Context: an optimization exercise on an open-source flow, tuned for small area. The choices shown serve that exercise and are no tape-out recipe.
No functional check of the RTL was part of this run.

`design/flow/flow/run.sh`:
```
#!/bin/bash
bash standard.sh "BUFFER_PORTS_ARGS=-buffer_cell sky130_fd_sc_hd__buf_1" \
  "CTS_ARGS=-sink_clustering_enable -repair_clock_nets -dont_use_dummy_load -buf_list {sky130_fd_sc_hd__clkbuf_4 sky130_fd_sc_hd__clkbuf_8} -sink_clustering_size 20" \
  finish > standard.log 2>&1
```
`design/flow/standard.sh`:
```
#!/bin/bash
# synth_recipe.tcl (not shown) runs the flow's synth.tcl, then flattens the netlist and writes it again
# the make line also repeats each setting of config.mk as NAME=value (left out here)
make -C /OpenROAD-flow-scripts/flow DESIGN_CONFIG=/design/flow/config.mk WORK_HOME=/design/flow/orfs CLKGATE_MAP_FILE= SYNTH_SCRIPT=/design/flow/synth_recipe.tcl "${@:-finish}"
```
`design/flow/config.mk`:
```
export PLATFORM = sky130hd
export DESIGN_NAME = rgb_to_ycrcb
export DESIGN_NICKNAME = rgb_to_ycrcb
export VERILOG_FILES = /design/flow/design.v
export SDC_FILE = /design/flow/constraint.sdc
export NUM_CORES = 4
export LEC_CHECK = 0
export CAP_MARGIN = 20
export CORE_MARGIN = 2
export CORE_UTILIZATION = 70
export PLACE_DENSITY = 0.8
export SLEW_MARGIN = 20
export SYNTH_HIERARCHICAL = 1
export SYNTH_MINIMUM_KEEP_SIZE = 0
```
`design/flow/constraint.sdc`:
```
create_clock -name core_clock -period 5.0 [get_ports {clk}]
set_input_delay 1.0000 -clock core_clock [delete_from_list [all_inputs] [get_ports {clk}]]
set_output_delay 1.0000 -clock core_clock [all_outputs]
set_load 0.01 [all_outputs]
```
`design/flow/design.v`:
```
module rgb_to_ycrcb(input clk,
	input [7:0] r,
	input [7:0] g,
	input [7:0] b,
	output [7:0] y,
	output [7:0] cr,
	output [7:0] cb);
reg w1_197;
reg w1_198;
reg w1_199;
reg w1_200;
reg w1_201;
reg w1_202;
reg w1_203;
reg w1_204;
reg w1_205;
reg w1_206;
reg w1_207;
reg w1_208;
reg w1_209;
reg w1_210;
reg w1_211;
reg w1_212;
reg r1_229;
reg r1_230;
reg r1_231;
reg r1_232;
reg r1_233;
reg r1_234;
reg r1_235;
reg r1_236;
reg b1_237;
reg b1_238;
reg b1_239;
reg b1_240;
reg b1_241;
reg b1_242;
reg b1_243;
reg b1_244;
reg y2_302;
reg y2_303;
reg y2_304;
reg y2_305;
reg y2_306;
reg y2_307;
reg y2_308;
reg y2_309;
reg d2_438;
reg d2_439;
reg d2_440;
reg d2_441;
reg d2_442;
reg d2_443;
reg d2_444;
reg d2_445;
reg d2_446;
reg d2_447;
reg d2_c459;
reg d2_c460;
reg e2_515;
reg e2_516;
reg e2_517;
reg e2_518;
reg e2_519;
reg e2_520;
reg e2_521;
reg e2_522;
reg e2_c524;
reg cr3_545;
reg cr3_546;
reg cr3_547;
reg cr3_548;
reg cr3_549;
reg cr3_550;
reg cr3_551;
reg cr3_552;
reg cb3_553;
reg cb3_554;
reg cb3_555;
reg cb3_556;
reg cb3_557;
reg cb3_558;
reg cb3_559;
reg cb3_560;
reg y3_561;
reg y3_562;
reg y3_563;
reg y3_564;
reg y3_565;
reg y3_566;
reg y3_567;
reg y3_568;
wire s1;
wire c2;
wire s3;
wire c4;
wire s5;
wire c6;
wire s7;
wire c8;
wire s9;
wire c10;
wire s11;
wire c12;
wire s13;
wire c14;
wire s15;
wire c16;
wire s17;
wire c18;
wire s19;
wire c20;
wire s21;
wire c22;
wire s23;
wire c24;
wire s25;
wire c26;
wire s27;
wire c28;
wire s29;
wire c30;
wire s31;
wire c32;
wire s33;
wire c34;
wire s35;
wire c36;
wire s37;
wire c38;
wire s39;
wire c40;
wire s41;
wire c42;
wire s43;
wire c44;
wire s45;
wire c46;
wire s47;
wire c48;
wire s49;
wire c50;
wire s51;
wire c52;
wire s53;
wire c54;
wire s55;
wire c56;
wire s57;
wire c58;
wire s59;
wire c60;
wire s61;
wire c62;
wire s63;
wire c64;
wire s65;
wire c66;
wire s67;
wire c68;
wire s69;
wire c70;
wire s71;
wire c72;
wire s73;
wire c74;
wire s75;
wire c76;
wire s77;
wire c78;
wire s79;
wire c80;
wire s81;
wire c82;
wire s83;
wire c84;
wire s85;
wire c86;
wire s87;
wire c88;
wire s89;
wire c90;
wire s91;
wire c92;
wire s93;
wire c94;
wire s95;
wire c96;
wire s97;
wire c98;
wire s99;
wire c100;
wire s101;
wire c102;
wire s103;
wire c104;
wire s105;
wire c106;
wire s107;
wire c108;
wire s109;
wire c110;
wire s111;
wire c112;
wire s113;
wire c114;
wire s115;
wire c116;
wire s117;
wire c118;
wire s119;
wire c120;
wire s121;
wire c122;
wire s123;
wire c124;
wire q125;
wire g126;
wire q127;
wire g128;
wire q129;
wire g130;
wire q131;
wire q132;
wire g133;
wire q134;
wire g135;
wire q136;
wire g137;
wire q138;
wire g139;
wire q140;
wire g141;
wire q142;
wire g143;
wire q144;
wire g145;
wire q146;
wire g147;
wire q148;
wire g149;
wire q150;
wire g151;
wire q152;
wire g153;
wire q154;
wire g155;
wire q156;
wire g157;
wire q158;
wire g159;
wire q160;
wire g161;
wire q162;
wire g163;
wire q164;
wire g165;
wire q166;
wire o167;
wire o168;
wire o169;
wire o170;
wire o171;
wire o172;
wire o173;
wire o174;
wire o175;
wire o176;
wire o177;
wire o178;
wire o179;
wire o180;
wire i181;
wire i182;
wire i183;
wire i184;
wire i185;
wire i186;
wire i187;
wire i188;
wire i189;
wire i190;
wire i191;
wire i192;
wire i193;
wire i194;
wire i195;
wire i196;
wire i213;
wire i214;
wire i215;
wire i216;
wire i217;
wire i218;
wire i219;
wire i220;
wire i221;
wire i222;
wire i223;
wire i224;
wire i225;
wire i226;
wire i227;
wire i228;
wire l245;
wire o246;
wire l247;
wire o248;
wire l249;
wire o250;
wire l251;
wire o252;
wire l253;
wire o254;
wire l255;
wire o256;
wire z257;
wire s258;
wire c259;
wire s260;
wire c261;
wire s262;
wire c263;
wire s264;
wire c265;
wire s266;
wire c267;
wire s268;
wire c269;
wire s270;
wire c271;
wire s272;
wire c273;
wire s274;
wire c275;
wire s276;
wire c277;
wire s278;
wire c279;
wire s280;
wire c281;
wire s282;
wire c283;
wire s284;
wire c285;
wire s286;
wire c287;
wire s288;
wire c289;
wire s290;
wire c291;
wire s292;
wire c293;
wire y294;
wire y295;
wire y296;
wire y297;
wire y298;
wire y299;
wire y300;
wire y301;
wire i310;
wire i311;
wire i312;
wire i313;
wire i314;
wire i315;
wire i316;
wire i317;
wire i318;
wire i319;
wire i320;
wire i321;
wire i322;
wire i323;
wire i324;
wire i325;
wire s326;
wire c327;
wire s328;
wire c329;
wire s330;
wire c331;
wire s332;
wire c333;
wire s334;
wire c335;
wire s336;
wire c337;
wire s338;
wire c339;
wire s340;
wire c341;
wire s342;
wire c343;
wire s344;
wire c345;
wire s346;
wire c347;
wire s348;
wire c349;
wire s350;
wire c351;
wire s352;
wire c353;
wire s354;
wire c355;
wire s356;
wire c357;
wire s358;
wire c359;
wire p360;
wire p361;
wire p362;
wire p363;
wire p364;
wire p365;
wire p366;
wire p367;
wire p368;
wire p369;
wire p370;
wire p371;
wire p372;
wire p373;
wire p374;
wire p375;
wire p376;
wire p377;
wire p378;
wire p379;
wire p380;
wire p381;
wire p382;
wire p383;
wire s384;
wire c385;
wire g386;
wire q387;
wire g388;
wire q389;
wire g390;
wire q391;
wire g392;
wire q393;
wire g394;
wire q395;
wire g396;
wire q397;
wire g398;
wire q399;
wire g400;
wire q401;
wire g402;
wire q403;
wire g404;
wire q405;
wire g406;
wire q407;
wire g408;
wire q409;
wire g410;
wire q411;
wire g412;
wire q413;
wire g414;
wire q415;
wire g416;
wire q417;
wire g418;
wire q419;
wire g420;
wire q421;
wire g422;
wire q423;
wire g424;
wire q425;
wire g426;
wire q427;
wire o428;
wire o429;
wire c430;
wire c431;
wire c432;
wire c433;
wire c434;
wire c435;
wire c436;
wire c437;
wire i448;
wire i449;
wire i450;
wire i451;
wire i452;
wire i453;
wire i454;
wire i455;
wire i456;
wire i457;
wire i458;
wire s461;
wire c462;
wire c463;
wire s464;
wire c465;
wire s466;
wire c467;
wire s468;
wire c469;
wire s470;
wire c471;
wire s472;
wire c473;
wire s474;
wire c475;
wire i476;
wire s477;
wire c478;
wire s479;
wire c480;
wire s481;
wire c482;
wire i483;
wire s484;
wire c485;
wire s486;
wire c487;
wire s488;
wire c489;
wire s490;
wire c491;
wire s492;
wire c493;
wire s494;
wire c495;
wire s496;
wire c497;
wire s498;
wire c499;
wire s500;
wire c501;
wire s502;
wire c503;
wire s504;
wire c505;
wire q506;
wire q507;
wire g508;
wire q509;
wire g510;
wire q511;
wire o512;
wire o513;
wire o514;
wire i523;
wire s525;
wire c526;
wire s527;
wire c528;
wire s529;
wire c530;
wire s531;
wire c532;
wire s533;
wire c534;
wire i535;
wire s536;
wire c537;
wire i538;
wire s539;
wire c540;
wire i541;
wire s542;
wire c543;
wire i544;
add3 u_s1 (.a(r[0]), .b(g[1]), .c(g[0]), .s(s1), .co(c2));
add3 u_s3 (.a(r[1]), .b(r[0]), .c(g[2]), .s(s3), .co(c4));
add3 u_s5 (.a(g[1]), .b(b[1]), .c(c2), .s(s5), .co(c6));
add3 u_s7 (.a(r[2]), .b(r[1]), .c(g[3]), .s(s7), .co(c8));
add3 u_s9 (.a(g[2]), .b(g[0]), .c(b[2]), .s(s9), .co(c10));
add3 u_s11 (.a(c4), .b(s7), .c(s9), .s(s11), .co(c12));
add3 u_s13 (.a(r[3]), .b(r[2]), .c(g[4]), .s(s13), .co(c14));
add3 u_s15 (.a(g[3]), .b(g[1]), .c(b[3]), .s(s15), .co(c16));
add3 u_s17 (.a(b[0]), .b(c8), .c(c10), .s(s17), .co(c18));
add3 u_s19 (.a(s13), .b(s15), .c(c12), .s(s19), .co(c20));
add3 u_s21 (.a(r[4]), .b(r[3]), .c(r[0]), .s(s21), .co(c22));
add3 u_s23 (.a(g[5]), .b(g[4]), .c(g[2]), .s(s23), .co(c24));
add3 u_s25 (.a(b[4]), .b(b[1]), .c(c14), .s(s25), .co(c26));
add3 u_s27 (.a(c16), .b(s21), .c(s23), .s(s27), .co(c28));
add3 u_s29 (.a(c18), .b(s25), .c(s27), .s(s29), .co(c30));
add3 u_s31 (.a(r[5]), .b(r[4]), .c(r[1]), .s(s31), .co(c32));
add3 u_s33 (.a(g[6]), .b(g[5]), .c(g[3]), .s(s33), .co(c34));
add3 u_s35 (.a(g[0]), .b(b[5]), .c(b[2]), .s(s35), .co(c36));
add3 u_s37 (.a(c22), .b(c24), .c(s31), .s(s37), .co(c38));
add3 u_s39 (.a(s33), .b(s35), .c(c26), .s(s39), .co(c40));
add3 u_s41 (.a(c28), .b(s37), .c(s39), .s(s41), .co(c42));
add3 u_s43 (.a(r[6]), .b(r[5]), .c(r[2]), .s(s43), .co(c44));
add3 u_s45 (.a(g[7]), .b(g[6]), .c(g[4]), .s(s45), .co(c46));
add3 u_s47 (.a(g[1]), .b(b[6]), .c(b[3]), .s(s47), .co(c48));
add3 u_s49 (.a(c32), .b(c34), .c(c36), .s(s49), .co(c50));
add3 u_s51 (.a(s43), .b(s45), .c(s47), .s(s51), .co(c52));
add3 u_s53 (.a(c38), .b(s49), .c(s51), .s(s53), .co(c54));
add2 u_s55 (.a(c40), .b(s53), .s(s55), .co(c56));
add3 u_s57 (.a(r[7]), .b(r[6]), .c(r[3]), .s(s57), .co(c58));
add3 u_s59 (.a(g[7]), .b(g[5]), .c(g[2]), .s(s59), .co(c60));
add3 u_s61 (.a(b[7]), .b(b[4]), .c(c44), .s(s61), .co(c62));
add3 u_s63 (.a(c46), .b(c48), .c(s57), .s(s63), .co(c64));
add3 u_s65 (.a(s59), .b(c50), .c(c52), .s(s65), .co(c66));
add3 u_s67 (.a(s61), .b(s63), .c(c54), .s(s67), .co(c68));
add3 u_s69 (.a(s65), .b(c56), .c(s67), .s(s69), .co(c70));
add3 u_s71 (.a(r[7]), .b(r[4]), .c(g[6]), .s(s71), .co(c72));
add3 u_s73 (.a(g[3]), .b(b[5]), .c(c58), .s(s73), .co(c74));
add3 u_s75 (.a(c60), .b(s71), .c(c62), .s(s75), .co(c76));
add3 u_s77 (.a(c64), .b(s73), .c(c66), .s(s77), .co(c78));
add3 u_s79 (.a(s75), .b(c68), .c(s77), .s(s79), .co(c80));
add3 u_s81 (.a(r[5]), .b(g[7]), .c(g[4]), .s(s81), .co(c82));
add3 u_s83 (.a(b[6]), .b(c72), .c(s81), .s(s83), .co(c84));
add3 u_s85 (.a(c74), .b(s83), .c(c76), .s(s85), .co(c86));
add2 u_s87 (.a(c78), .b(s85), .s(s87), .co(c88));
add3 u_s89 (.a(r[6]), .b(g[5]), .c(b[7]), .s(s89), .co(c90));
add3 u_s91 (.a(c82), .b(s89), .c(c84), .s(s91), .co(c92));
add2 u_s93 (.a(s91), .b(c86), .s(s93), .co(c94));
add3 u_s95 (.a(r[7]), .b(g[6]), .c(c90), .s(s95), .co(c96));
add2 u_s97 (.a(s95), .b(c92), .s(s97), .co(c98));
add2 u_s99 (.a(g[7]), .b(c96), .s(s99), .co(c100));
add2 u_s101 (.a(b[0]), .b(s1), .s(s101), .co(c102));
add2 u_s103 (.a(s3), .b(s5), .s(s103), .co(c104));
add2 u_s105 (.a(c6), .b(s11), .s(s105), .co(c106));
add2 u_s107 (.a(s17), .b(s19), .s(s107), .co(c108));
add2 u_s109 (.a(c20), .b(s29), .s(s109), .co(c110));
add2 u_s111 (.a(c30), .b(s41), .s(s111), .co(c112));
add2 u_s113 (.a(c42), .b(s55), .s(s113), .co(c114));
add2 u_s115 (.a(c70), .b(s79), .s(s115), .co(c116));
add2 u_s117 (.a(c80), .b(s87), .s(s117), .co(c118));
add2 u_s119 (.a(c88), .b(s93), .s(s119), .co(c120));
add2 u_s121 (.a(c94), .b(s97), .s(s121), .co(c122));
add2 u_s123 (.a(c98), .b(s99), .s(s123), .co(c124));
assign q125 = s101 & g[0];
assign g126 = c106 | (s105 & c104);
assign q127 = s105 & s103;
assign g128 = c110 | (s109 & c108);
assign q129 = s109 & s107;
assign g130 = c114 | (s113 & c112);
assign q131 = s113 & s111;
assign q132 = s115 & s69;
assign g133 = c120 | (s119 & c118);
assign q134 = s119 & s117;
assign g135 = c124 | (s123 & c122);
assign q136 = s123 & s121;
assign g137 = g126 | (q127 & c102);
assign q138 = q127 & q125;
assign g139 = g130 | (q131 & g128);
assign q140 = q131 & q129;
assign g141 = g133 | (q134 & c116);
assign q142 = q134 & q132;
assign g143 = g139 | (q140 & g137);
assign q144 = q140 & q138;
assign g145 = g141 | (q142 & g143);
assign q146 = q142 & q144;
assign g147 = g128 | (q129 & g137);
assign q148 = q129 & q138;
assign g149 = c116 | (q132 & g143);
assign q150 = q132 & q144;
assign g151 = g135 | (q136 & g145);
assign q152 = q136 & q146;
assign g153 = c104 | (s103 & c102);
assign q154 = s103 & q125;
assign g155 = c108 | (s107 & g137);
assign q156 = s107 & q138;
assign g157 = c112 | (s111 & g147);
assign q158 = s111 & q148;
assign g159 = 1'b0 | (s69 & g143);
assign q160 = s69 & q144;
assign g161 = c118 | (s117 & g149);
assign q162 = s117 & q150;
assign g163 = c122 | (s121 & g145);
assign q164 = s121 & q146;
assign g165 = 1'b0 | (c100 & g151);
assign q166 = c100 & q152;
assign o167 = s103 ^ c102;
assign o168 = s105 ^ g153;
assign o169 = s107 ^ g137;
assign o170 = s109 ^ g155;
assign o171 = s111 ^ g147;
assign o172 = s113 ^ g157;
assign o173 = s69 ^ g143;
assign o174 = s115 ^ g159;
assign o175 = s117 ^ g149;
assign o176 = s119 ^ g161;
assign o177 = s121 ^ g145;
assign o178 = s123 ^ g163;
assign o179 = c100 ^ g151;
assign o180 = 1'b0 ^ g165;
assign i181 = ~g[0];
assign i182 = ~s101;
assign i183 = ~o167;
assign i184 = ~o168;
assign i185 = ~o169;
assign i186 = ~o170;
assign i187 = ~o171;
assign i188 = ~o172;
assign i189 = ~o173;
assign i190 = ~o174;
assign i191 = ~o175;
assign i192 = ~o176;
assign i193 = ~o177;
assign i194 = ~o178;
assign i195 = ~o179;
assign i196 = ~o180;
always @(posedge clk) w1_197 <= i181;
always @(posedge clk) w1_198 <= i182;
always @(posedge clk) w1_199 <= i183;
always @(posedge clk) w1_200 <= i184;
always @(posedge clk) w1_201 <= i185;
always @(posedge clk) w1_202 <= i186;
always @(posedge clk) w1_203 <= i187;
always @(posedge clk) w1_204 <= i188;
always @(posedge clk) w1_205 <= i189;
always @(posedge clk) w1_206 <= i190;
always @(posedge clk) w1_207 <= i191;
always @(posedge clk) w1_208 <= i192;
always @(posedge clk) w1_209 <= i193;
always @(posedge clk) w1_210 <= i194;
always @(posedge clk) w1_211 <= i195;
always @(posedge clk) w1_212 <= i196;
assign i213 = ~w1_197;
assign i214 = ~w1_198;
assign i215 = ~w1_199;
assign i216 = ~w1_200;
assign i217 = ~w1_201;
assign i218 = ~w1_202;
assign i219 = ~w1_203;
assign i220 = ~w1_204;
assign i221 = ~w1_205;
assign i222 = ~w1_206;
assign i223 = ~w1_207;
assign i224 = ~w1_208;
assign i225 = ~w1_209;
assign i226 = ~w1_210;
assign i227 = ~w1_211;
assign i228 = ~w1_212;
always @(posedge clk) r1_229 <= r[0];
always @(posedge clk) r1_230 <= r[1];
always @(posedge clk) r1_231 <= r[2];
always @(posedge clk) r1_232 <= r[3];
always @(posedge clk) r1_233 <= r[4];
always @(posedge clk) r1_234 <= r[5];
always @(posedge clk) r1_235 <= r[6];
always @(posedge clk) r1_236 <= r[7];
always @(posedge clk) b1_237 <= b[0];
always @(posedge clk) b1_238 <= b[1];
always @(posedge clk) b1_239 <= b[2];
always @(posedge clk) b1_240 <= b[3];
always @(posedge clk) b1_241 <= b[4];
always @(posedge clk) b1_242 <= b[5];
always @(posedge clk) b1_243 <= b[6];
always @(posedge clk) b1_244 <= b[7];
assign l245 = i214 ^ i213;
assign o246 = i214 | i213;
assign l247 = i215 ^ o246;
assign o248 = i215 | o246;
assign l249 = i216 ^ o248;
assign o250 = i216 | o248;
assign l251 = i217 ^ o250;
assign o252 = i217 | o250;
assign l253 = i218 ^ o252;
assign o254 = i218 | o252;
assign l255 = i219 ^ o254;
assign o256 = i219 | o254;
zero7 u_z257 (.a({i219, i218, i217, i216, i215, i214, i213}), .z(z257));
add3 u_s258 (.a(r1_229), .b(w1_204), .c(z257), .s(s258), .co(c259));
add3 u_s260 (.a(r1_230), .b(w1_205), .c(c259), .s(s260), .co(c261));
add3 u_s262 (.a(r1_231), .b(w1_206), .c(c261), .s(s262), .co(c263));
add3 u_s264 (.a(r1_232), .b(w1_207), .c(c263), .s(s264), .co(c265));
add3 u_s266 (.a(r1_233), .b(w1_208), .c(c265), .s(s266), .co(c267));
add3 u_s268 (.a(r1_234), .b(w1_209), .c(c267), .s(s268), .co(c269));
add3 u_s270 (.a(r1_235), .b(w1_210), .c(c269), .s(s270), .co(c271));
add3 u_s272 (.a(r1_236), .b(w1_211), .c(c271), .s(s272), .co(c273));
add2 u_s274 (.a(w1_212), .b(c273), .s(s274), .co(c275));
add3 u_s276 (.a(b1_237), .b(w1_204), .c(z257), .s(s276), .co(c277));
add3 u_s278 (.a(b1_238), .b(w1_205), .c(c277), .s(s278), .co(c279));
add3 u_s280 (.a(b1_239), .b(w1_206), .c(c279), .s(s280), .co(c281));
add3 u_s282 (.a(b1_240), .b(w1_207), .c(c281), .s(s282), .co(c283));
add3 u_s284 (.a(b1_241), .b(w1_208), .c(c283), .s(s284), .co(c285));
add3 u_s286 (.a(b1_242), .b(w1_209), .c(c285), .s(s286), .co(c287));
add3 u_s288 (.a(b1_243), .b(w1_210), .c(c287), .s(s288), .co(c289));
add3 u_s290 (.a(b1_244), .b(w1_211), .c(c289), .s(s290), .co(c291));
add2 u_s292 (.a(w1_212), .b(c291), .s(s292), .co(c293));
assign y294 = i220 | i228;
assign y295 = i221 | i228;
assign y296 = i222 | i228;
assign y297 = i223 | i228;
assign y298 = i224 | i228;
assign y299 = i225 | i228;
assign y300 = i226 | i228;
assign y301 = i227 | i228;
always @(posedge clk) y2_302 <= y294;
always @(posedge clk) y2_303 <= y295;
always @(posedge clk) y2_304 <= y296;
always @(posedge clk) y2_305 <= y297;
always @(posedge clk) y2_306 <= y298;
always @(posedge clk) y2_307 <= y299;
always @(posedge clk) y2_308 <= y300;
always @(posedge clk) y2_309 <= y301;
assign i310 = ~s274;
assign i311 = ~l245;
assign i312 = ~l247;
assign i313 = ~l249;
assign i314 = ~l251;
assign i315 = ~l253;
assign i316 = ~l255;
assign i317 = ~s258;
assign i318 = ~s260;
assign i319 = ~s262;
assign i320 = ~s264;
assign i321 = ~s266;
assign i322 = ~s268;
assign i323 = ~s270;
assign i324 = ~s272;
assign i325 = ~s292;
add2 u_s326 (.a(i311), .b(i314), .s(s326), .co(c327));
add3 u_s328 (.a(i213), .b(i312), .c(i315), .s(s328), .co(c329));
add3 u_s330 (.a(l245), .b(i313), .c(i316), .s(s330), .co(c331));
add3 u_s332 (.a(l247), .b(i314), .c(i317), .s(s332), .co(c333));
add3 u_s334 (.a(l249), .b(i315), .c(i318), .s(s334), .co(c335));
add3 u_s336 (.a(l251), .b(i316), .c(i319), .s(s336), .co(c337));
add3 u_s338 (.a(l253), .b(i317), .c(i320), .s(s338), .co(c339));
add2 u_s340 (.a(i311), .b(i313), .s(s340), .co(c341));
add2 u_s342 (.a(i312), .b(i314), .s(s342), .co(c343));
add3 u_s344 (.a(i213), .b(i313), .c(i315), .s(s344), .co(c345));
add3 u_s346 (.a(w1_197), .b(s326), .c(i316), .s(s346), .co(c347));
add3 u_s348 (.a(i317), .b(c327), .c(s328), .s(s348), .co(c349));
add3 u_s350 (.a(i318), .b(c329), .c(s330), .s(s350), .co(c351));
add3 u_s352 (.a(s332), .b(c331), .c(i319), .s(s352), .co(c353));
add3 u_s354 (.a(c333), .b(s334), .c(i320), .s(s354), .co(c355));
add3 u_s356 (.a(c335), .b(s336), .c(i321), .s(s356), .co(c357));
add3 u_s358 (.a(c337), .b(s338), .c(i322), .s(s358), .co(c359));
assign p360 = 1'b1 & w1_197;
assign p361 = 1'b1 | w1_197;
assign p362 = i312 & i213;
assign p363 = i312 | i213;
assign p364 = s340 & w1_197;
assign p365 = s340 | w1_197;
assign p366 = s342 & c341;
assign p367 = s342 | c341;
assign p368 = s344 & c343;
assign p369 = s344 | c343;
assign p370 = s346 & c345;
assign p371 = s346 | c345;
assign p372 = s348 & c347;
assign p373 = s348 | c347;
assign p374 = s350 & c349;
assign p375 = s350 | c349;
assign p376 = s352 & c351;
assign p377 = s352 | c351;
assign p378 = s354 & c353;
assign p379 = s354 | c353;
assign p380 = s356 & c355;
assign p381 = s356 | c355;
assign p382 = s358 & c357;
assign p383 = s358 | c357;
add2 u_s384 (.a(c339), .b(c359), .s(s384), .co(c385));
assign g386 = 1'b0 | (i311 & p360);
assign q387 = i311 & p361;
assign g388 = p364 | (p365 & p362);
assign q389 = p365 & p363;
assign g390 = p368 | (p369 & p366);
assign q391 = p369 & p367;
assign g392 = p372 | (p373 & p370);
assign q393 = p373 & p371;
assign g394 = p376 | (p377 & p374);
assign q395 = p377 & p375;
assign g396 = p380 | (p381 & p378);
assign q397 = p381 & p379;
assign g398 = c385 | (s384 & p382);
assign q399 = s384 & p383;
assign g400 = g388 | (q389 & g386);
assign q401 = q389 & q387;
assign g402 = g392 | (q393 & g390);
assign q403 = q393 & q391;
assign g404 = g396 | (q397 & g394);
assign q405 = q397 & q395;
assign g406 = g402 | (q403 & g400);
assign q407 = q403 & q401;
assign g408 = g404 | (q405 & g406);
assign q409 = q405 & q407;
assign g410 = g390 | (q391 & g400);
assign q411 = q391 & q401;
assign g412 = g394 | (q395 & g406);
assign q413 = q395 & q407;
assign g414 = g398 | (q399 & g408);
assign q415 = q399 & q409;
assign g416 = p362 | (p363 & g386);
assign q417 = p363 & q387;
assign g418 = p366 | (p367 & g400);
assign q419 = p367 & q401;
assign g420 = p370 | (p371 & g410);
assign q421 = p371 & q411;
assign g422 = p374 | (p375 & g406);
assign q423 = p375 & q407;
assign g424 = p378 | (p379 & g412);
assign q425 = p379 & q413;
assign g426 = p382 | (p383 & g408);
assign q427 = p383 & q409;
assign o428 = s384 ^ g426;
assign o429 = 1'b0 ^ g414;
assign c430 = i213 & l249;
assign c431 = (l245 & c430) | (l245 & l251) | (c430 & l251);
assign c432 = (l247 & l253) | (l247 & c431) | (l253 & c431);
assign c433 = (l249 & l255) | (l249 & c432) | (l255 & c432);
assign c434 = (l251 & s276) | (l251 & c433) | (s276 & c433);
assign c435 = (l253 & s278) | (l253 & c434) | (s278 & c434);
assign c436 = (l255 & s280) | (l255 & c435) | (s280 & c435);
assign c437 = (s276 & s282) | (s276 & c436) | (s282 & c436);
always @(posedge clk) d2_438 <= l255;
always @(posedge clk) d2_439 <= s258;
always @(posedge clk) d2_440 <= s260;
always @(posedge clk) d2_441 <= s262;
always @(posedge clk) d2_442 <= s264;
always @(posedge clk) d2_443 <= s266;
always @(posedge clk) d2_444 <= s268;
always @(posedge clk) d2_445 <= s270;
always @(posedge clk) d2_446 <= s272;
always @(posedge clk) d2_447 <= s274;
assign i448 = ~d2_447;
assign i449 = ~1'b0;
assign i450 = ~d2_438;
assign i451 = ~d2_439;
assign i452 = ~d2_440;
assign i453 = ~d2_441;
assign i454 = ~d2_442;
assign i455 = ~d2_443;
assign i456 = ~d2_444;
assign i457 = ~d2_445;
assign i458 = ~d2_446;
always @(posedge clk) d2_c459 <= o428;
always @(posedge clk) d2_c460 <= o429;
add3 u_s461 (.a(d2_438), .b(d2_c459), .c(i452), .s(s461), .co(c462));
assign c463 = (i455 & i457) | (i455 & s461) | (i457 & s461);
add3 u_s464 (.a(d2_439), .b(d2_c460), .c(i453), .s(s464), .co(c465));
add3 u_s466 (.a(i456), .b(i458), .c(c462), .s(s466), .co(c467));
add3 u_s468 (.a(s464), .b(c463), .c(s466), .s(s468), .co(c469));
add3 u_s470 (.a(d2_440), .b(d2_447), .c(i454), .s(s470), .co(c471));
add3 u_s472 (.a(i457), .b(c465), .c(s470), .s(s472), .co(c473));
add3 u_s474 (.a(c467), .b(s472), .c(c469), .s(s474), .co(c475));
assign i476 = ~s474;
add3 u_s477 (.a(d2_441), .b(i455), .c(i458), .s(s477), .co(c478));
add3 u_s479 (.a(c471), .b(s477), .c(c473), .s(s479), .co(c480));
add3 u_s481 (.a(s479), .b(c475), .c(s474), .s(s481), .co(c482));
assign i483 = ~s481;
add3 u_s484 (.a(d2_442), .b(d2_447), .c(i456), .s(s484), .co(c485));
add3 u_s486 (.a(c478), .b(s484), .c(c480), .s(s486), .co(c487));
add3 u_s488 (.a(s486), .b(c482), .c(s481), .s(s488), .co(c489));
xnor2m u_s490 (.a(d2_443), .b(i457), .y(s490));
or2m u_c491 (.a(d2_443), .b(i457), .y(c491));
add3 u_s492 (.a(s490), .b(c485), .c(c487), .s(s492), .co(c493));
xnor2m u_s494 (.a(d2_444), .b(i458), .y(s494));
or2m u_c495 (.a(d2_444), .b(i458), .y(c495));
add3 u_s496 (.a(c491), .b(s494), .c(c493), .s(s496), .co(c497));
add3 u_s498 (.a(d2_445), .b(d2_447), .c(c495), .s(s498), .co(c499));
add2 u_s500 (.a(c489), .b(s492), .s(s500), .co(c501));
add2 u_s502 (.a(c497), .b(s498), .s(s502), .co(c503));
add2 u_s504 (.a(d2_446), .b(c499), .s(s504), .co(c505));
assign q506 = s500 & s488;
assign q507 = s502 & s496;
assign g508 = c503 | (q507 & c501);
assign q509 = q507 & q506;
assign g510 = 1'b0 | (s496 & c501);
assign q511 = s496 & q506;
assign o512 = s496 ^ c501;
assign o513 = s502 ^ g510;
assign o514 = s504 ^ g508;
always @(posedge clk) e2_515 <= s278;
always @(posedge clk) e2_516 <= s280;
always @(posedge clk) e2_517 <= s282;
always @(posedge clk) e2_518 <= s284;
always @(posedge clk) e2_519 <= s286;
always @(posedge clk) e2_520 <= s288;
always @(posedge clk) e2_521 <= s290;
always @(posedge clk) e2_522 <= s292;
assign i523 = ~e2_522;
always @(posedge clk) e2_c524 <= c437;
add3 u_s525 (.a(e2_515), .b(e2_518), .c(e2_c524), .s(s525), .co(c526));
add3 u_s527 (.a(e2_516), .b(e2_519), .c(c526), .s(s527), .co(c528));
add3 u_s529 (.a(e2_517), .b(e2_520), .c(c528), .s(s529), .co(c530));
add3 u_s531 (.a(e2_518), .b(e2_521), .c(c530), .s(s531), .co(c532));
add3 u_s533 (.a(e2_519), .b(i523), .c(c532), .s(s533), .co(c534));
assign i535 = ~s533;
add3 u_s536 (.a(e2_520), .b(c534), .c(s533), .s(s536), .co(c537));
assign i538 = ~s536;
add3 u_s539 (.a(e2_521), .b(c537), .c(s536), .s(s539), .co(c540));
assign i541 = ~s539;
add3 u_s542 (.a(i523), .b(c540), .c(s539), .s(s542), .co(c543));
assign i544 = ~s542;
always @(posedge clk) cr3_545 <= s468;
always @(posedge clk) cr3_546 <= i476;
always @(posedge clk) cr3_547 <= i483;
always @(posedge clk) cr3_548 <= s488;
always @(posedge clk) cr3_549 <= s500;
always @(posedge clk) cr3_550 <= o512;
always @(posedge clk) cr3_551 <= o513;
always @(posedge clk) cr3_552 <= o514;
always @(posedge clk) cb3_553 <= s525;
always @(posedge clk) cb3_554 <= s527;
always @(posedge clk) cb3_555 <= s529;
always @(posedge clk) cb3_556 <= s531;
always @(posedge clk) cb3_557 <= i535;
always @(posedge clk) cb3_558 <= i538;
always @(posedge clk) cb3_559 <= i541;
always @(posedge clk) cb3_560 <= i544;
always @(posedge clk) y3_561 <= y2_302;
always @(posedge clk) y3_562 <= y2_303;
always @(posedge clk) y3_563 <= y2_304;
always @(posedge clk) y3_564 <= y2_305;
always @(posedge clk) y3_565 <= y2_306;
always @(posedge clk) y3_566 <= y2_307;
always @(posedge clk) y3_567 <= y2_308;
always @(posedge clk) y3_568 <= y2_309;
assign y = {y3_568, y3_567, y3_566, y3_565, y3_564, y3_563, y3_562, y3_561};
assign cr = {cr3_552, cr3_551, cr3_550, cr3_549, cr3_548, cr3_547, cr3_546, cr3_545};
assign cb = {cb3_560, cb3_559, cb3_558, cb3_557, cb3_556, cb3_555, cb3_554, cb3_553};
endmodule
module add3(input a, input b, input c, output s, output co);
assign s = a ^ b ^ c;
assign co = (a & b) | (a & c) | (b & c);
endmodule
module zero7(input [6:0] a, output z);
assign z = ~(|a);
endmodule
module xnor2m(input a, input b, output y);
assign y = ~(a ^ b);
endmodule
module or2m(input a, input b, output y);
assign y = a | b;
endmodule
module add2(input a, input b, output s, output co);
assign s = a ^ b;
assign co = a & b;
endmodule
```
==> run notes <==
-- per-module statistics from Yosys (local to each module, per instance) --
module | flip-flops and latches | area, um^2 | cells inside | times used
or2m | 0 | 6.256 | 1 | 2
xnor2m | 0 | 8.758 | 1 | 2
add2 | 0 | 12.51 | 1 | 26
zero7 | 0 | 20.02 | 2 | 1
add3 | 0 | 20.02 | 1 | 99
rgb_to_ycrcb | 85 | 2778 | 256 | 1
-- stage by stage --
stage / hold slack [ns] / setup TNS, ns
after detailed placement: 0.3121 / -0.1614
after CTS: 0.3254 / 0
after global routing: 0.3326 / 0
final: 0.3254 / 0
after global placement: 0.3100 / 0
after floorplan: 0.3096 / 0
-- critical path: stages --
cell and delay (ns):
buf_1 0.20, fa_1 0.48, fa_1 0.52, fa_1 0.42, fa_1 0.41, fa_1 0.49
ha_1 0.21, or4_1 0.40, o22ai_1 0.30, inv_1 0.13, ha_1 0.22, nor2_1 0.13
xor2_1 0.16
-- Yosys cell counts, drive strengths merged --
master / count
o31ai: 2
clkbuf: 1
a32oi: 1
xnor2: 5
inv: 47
a21oi: 7
nand2: 16
o32ai: 1
nand2b: 1
dfxtp: 85
a22oi: 3
buf: 24
or4: 2
nor4: 1
o21a: 1
xor2: 8
o221a: 1
o211ai: 2
and2: 1
nand4: 1
or2: 3
fa: 99
a311oi: 1
o21ai: 8
a31oi: 2
a211oi: 2
o21bai: 1
a31o: 1
ha: 39
maj3: 2
a222oi: 1
nor2: 8
a21boi: 1
a21o: 7
o22ai: 2
-- path summary, 6_finish.rpt --
check,to,from
worst max-delay path,w1_208$_DFF_P_,r[5]
worst min-delay path,y3_562$_DFF_P_,y2_303$_DFF_P_
worst max register to register,d2_c460$_DFF_P_,w1_197$_DFF_P_
worst min register to register,y3_562$_DFF_P_,y2_303$_DFF_P_
-- per-layer routing --
layer / vias to the layer above / GRT usage (%)
li1: 1309 / -
met1: 1391 / 30.26
met2: 93 / 46.79
met3: 22 / 5.850
met4: 0 / 8.684
met5: - / 0
-- cell type report --
type	count	share of cell area (%)
clock buffers	9	2.246
inverters	47	3.199
well taps	99	2.246
flip-flops and latches	85	30.86
repair buffers	66	5.718
multi-input cells	230	55.73
-- logic make-up (layout without fill, tap and decap cells) --
family	Yosys count	after routing	share of synthesized area (%)
AND/OR/NAND/NOR	33	33	3.022
AO/OA/AOI/OAI	44	44	5.823
buffers and inverters	72	122	7.017
XOR/XNOR	13	13	2.510
flip-flops	85	85	33.14
adder cells (fa/ha/maj)	140	140	48.49
==> impl_metrics.tcl <==
set metrics [dict create \
    holdPathStages 0 \
    yosysSeqAreaShare_pct 33.14 \
    hpwl_mm 7.494 \
    via_per_inst 5.252 \
    start_util_pct 71.56 \
    maxSlewViolCount 0 \
    clkLatencyLatePin_ns 0.35 \
    synth_top_area_share_pct 38.60 \
    synth.distinct_cells 39 \
    r2r_slack_ns 0.23 \
    finalNetCount 602 \
    yosys-top-cells-area "fa_1 (39%), dfxtp_1 (33%), ha_1 (9.5%)" \
    layout_min_cycle_time_ns 4.805 \
    rows 31 \
    routed-wl-met2_mm 4.826 \
    fin_skew_ns 0.03197 \
    dieHeight_um 89.65 \
    place_ws_ns -0.09359 \
    port_buffers 48 \
    utilization_pct 76.84 \
    maxCapViolCount 0 \
    cts_resized 0 \
    htree_levels 3 \
    firstDrtPassIters 7 \
    slew_headroom_pct 69.22 \
    final_common_cell "fa_1" \
    worst_pin_slew_ns 0.4594 \
    hp-class "reg2reg" \
    critPathMaxFanout 3 \
    ios 49 \
    clkTransAtPathRegs_ns 0.07 \
    period_share_pct 96.10 \
    final_cell_mix "fa_1 (99), dfxtp_1 (85), buf_1 (48)" \
    cp.arrival_ns 5.07 \
    cts_buffer_depth 2 \
    clockRootBuffer "clkbuf_8" \
    fillCellCount 450 \
    drt-initial-drc-count 95 \
    drive_gt1_share_pct 7.323 \
    syn_avg_cell_area_um2 13.27 \
    stdcell_count 536 \
    setup_viol_count_final 0 \
    postRouteAntennaNets 0 \
    cts.sinks 85 \
    cts_setup_buffers 0 \
    first_global_vias 3204 \
    reg2reg_depth 15 \
    core_area_um2 7176 \
    dieWidth_um 89.65 \
    holdBufCountCts 0 \
    synth_fp_nets 550 \
    route.met3.wl_um 426 \
    rsz0062_at_grt "false" \
    antenna_found_initial 0 \
    ys_seq_elements 85 \
    via_count 2815 \
    die_area_um2 8037 \
    start_kind "input port" \
    crit_type "in2reg" \
    dp_cells 527 \
    regArea_um2 1702 \
    fin_area_um2 5514 \
    wirelength_mm 8.899 \
    syn_inst 387 \
    gr-total-overflow 0 \
    cts_tree "built" \
    synthToLayoutAreaGrowth_pct 7.383 \
    highest_layer "met4" \
    layout_setup_ws_ns 0.1948 \
    grt_pass1_wl_mm 14.90 \
    wl_met1_mm 3.431 \
    antenna_cells 0 \
    ys_warn_count 7 \
    cp-end-kind "flop" \
    wl_per_cell_um 16.60 \
    post_dp_cell_area_um2 5390 \
    routabilityCongestion 0.8796 \
    track_usage_pct 25.79 \
    hold_violations 0 \
    status "no timing/DRC/antenna violations" \
    synth_largest_area_cell "fa_1" \
    synth_area_um2 5135 \
    required_ns 5.27 \
    cts_buffers 9 \
    drc 0 \
    grt_max_degree 17 \
    fmax_ghz 0.2081 \
    multi_input_area_um2 3073 \
]

[afterwards: timing with drivers on the ports]
Ports are ideal in the flow. The routed layout listed here was re-timed in OpenROAD. Step 1, drivers: a clkbuf_16 drives clk and a buf_2 each remaining input, both assumed. Step 2 also shifts input and output timing later by t, the mid clock arrival at the registers, as if the neighbouring blocks saw the same clock. Three values: no drivers, after step 1, after step 2; two values: the first two.
t, ns: 0.365
setup slack, ns: 0.195 / 0.205 / -0.161
hold slack, ns: 0.325 / 0.325 / 0.325
worst slew at a driven data input, ns: 0.04
With both steps, setup timing fails in this run, where it was met with ideal ports. For this run, drivers alone change the setup slack by +0.010 ns; drivers and shift together by -0.356 ns.
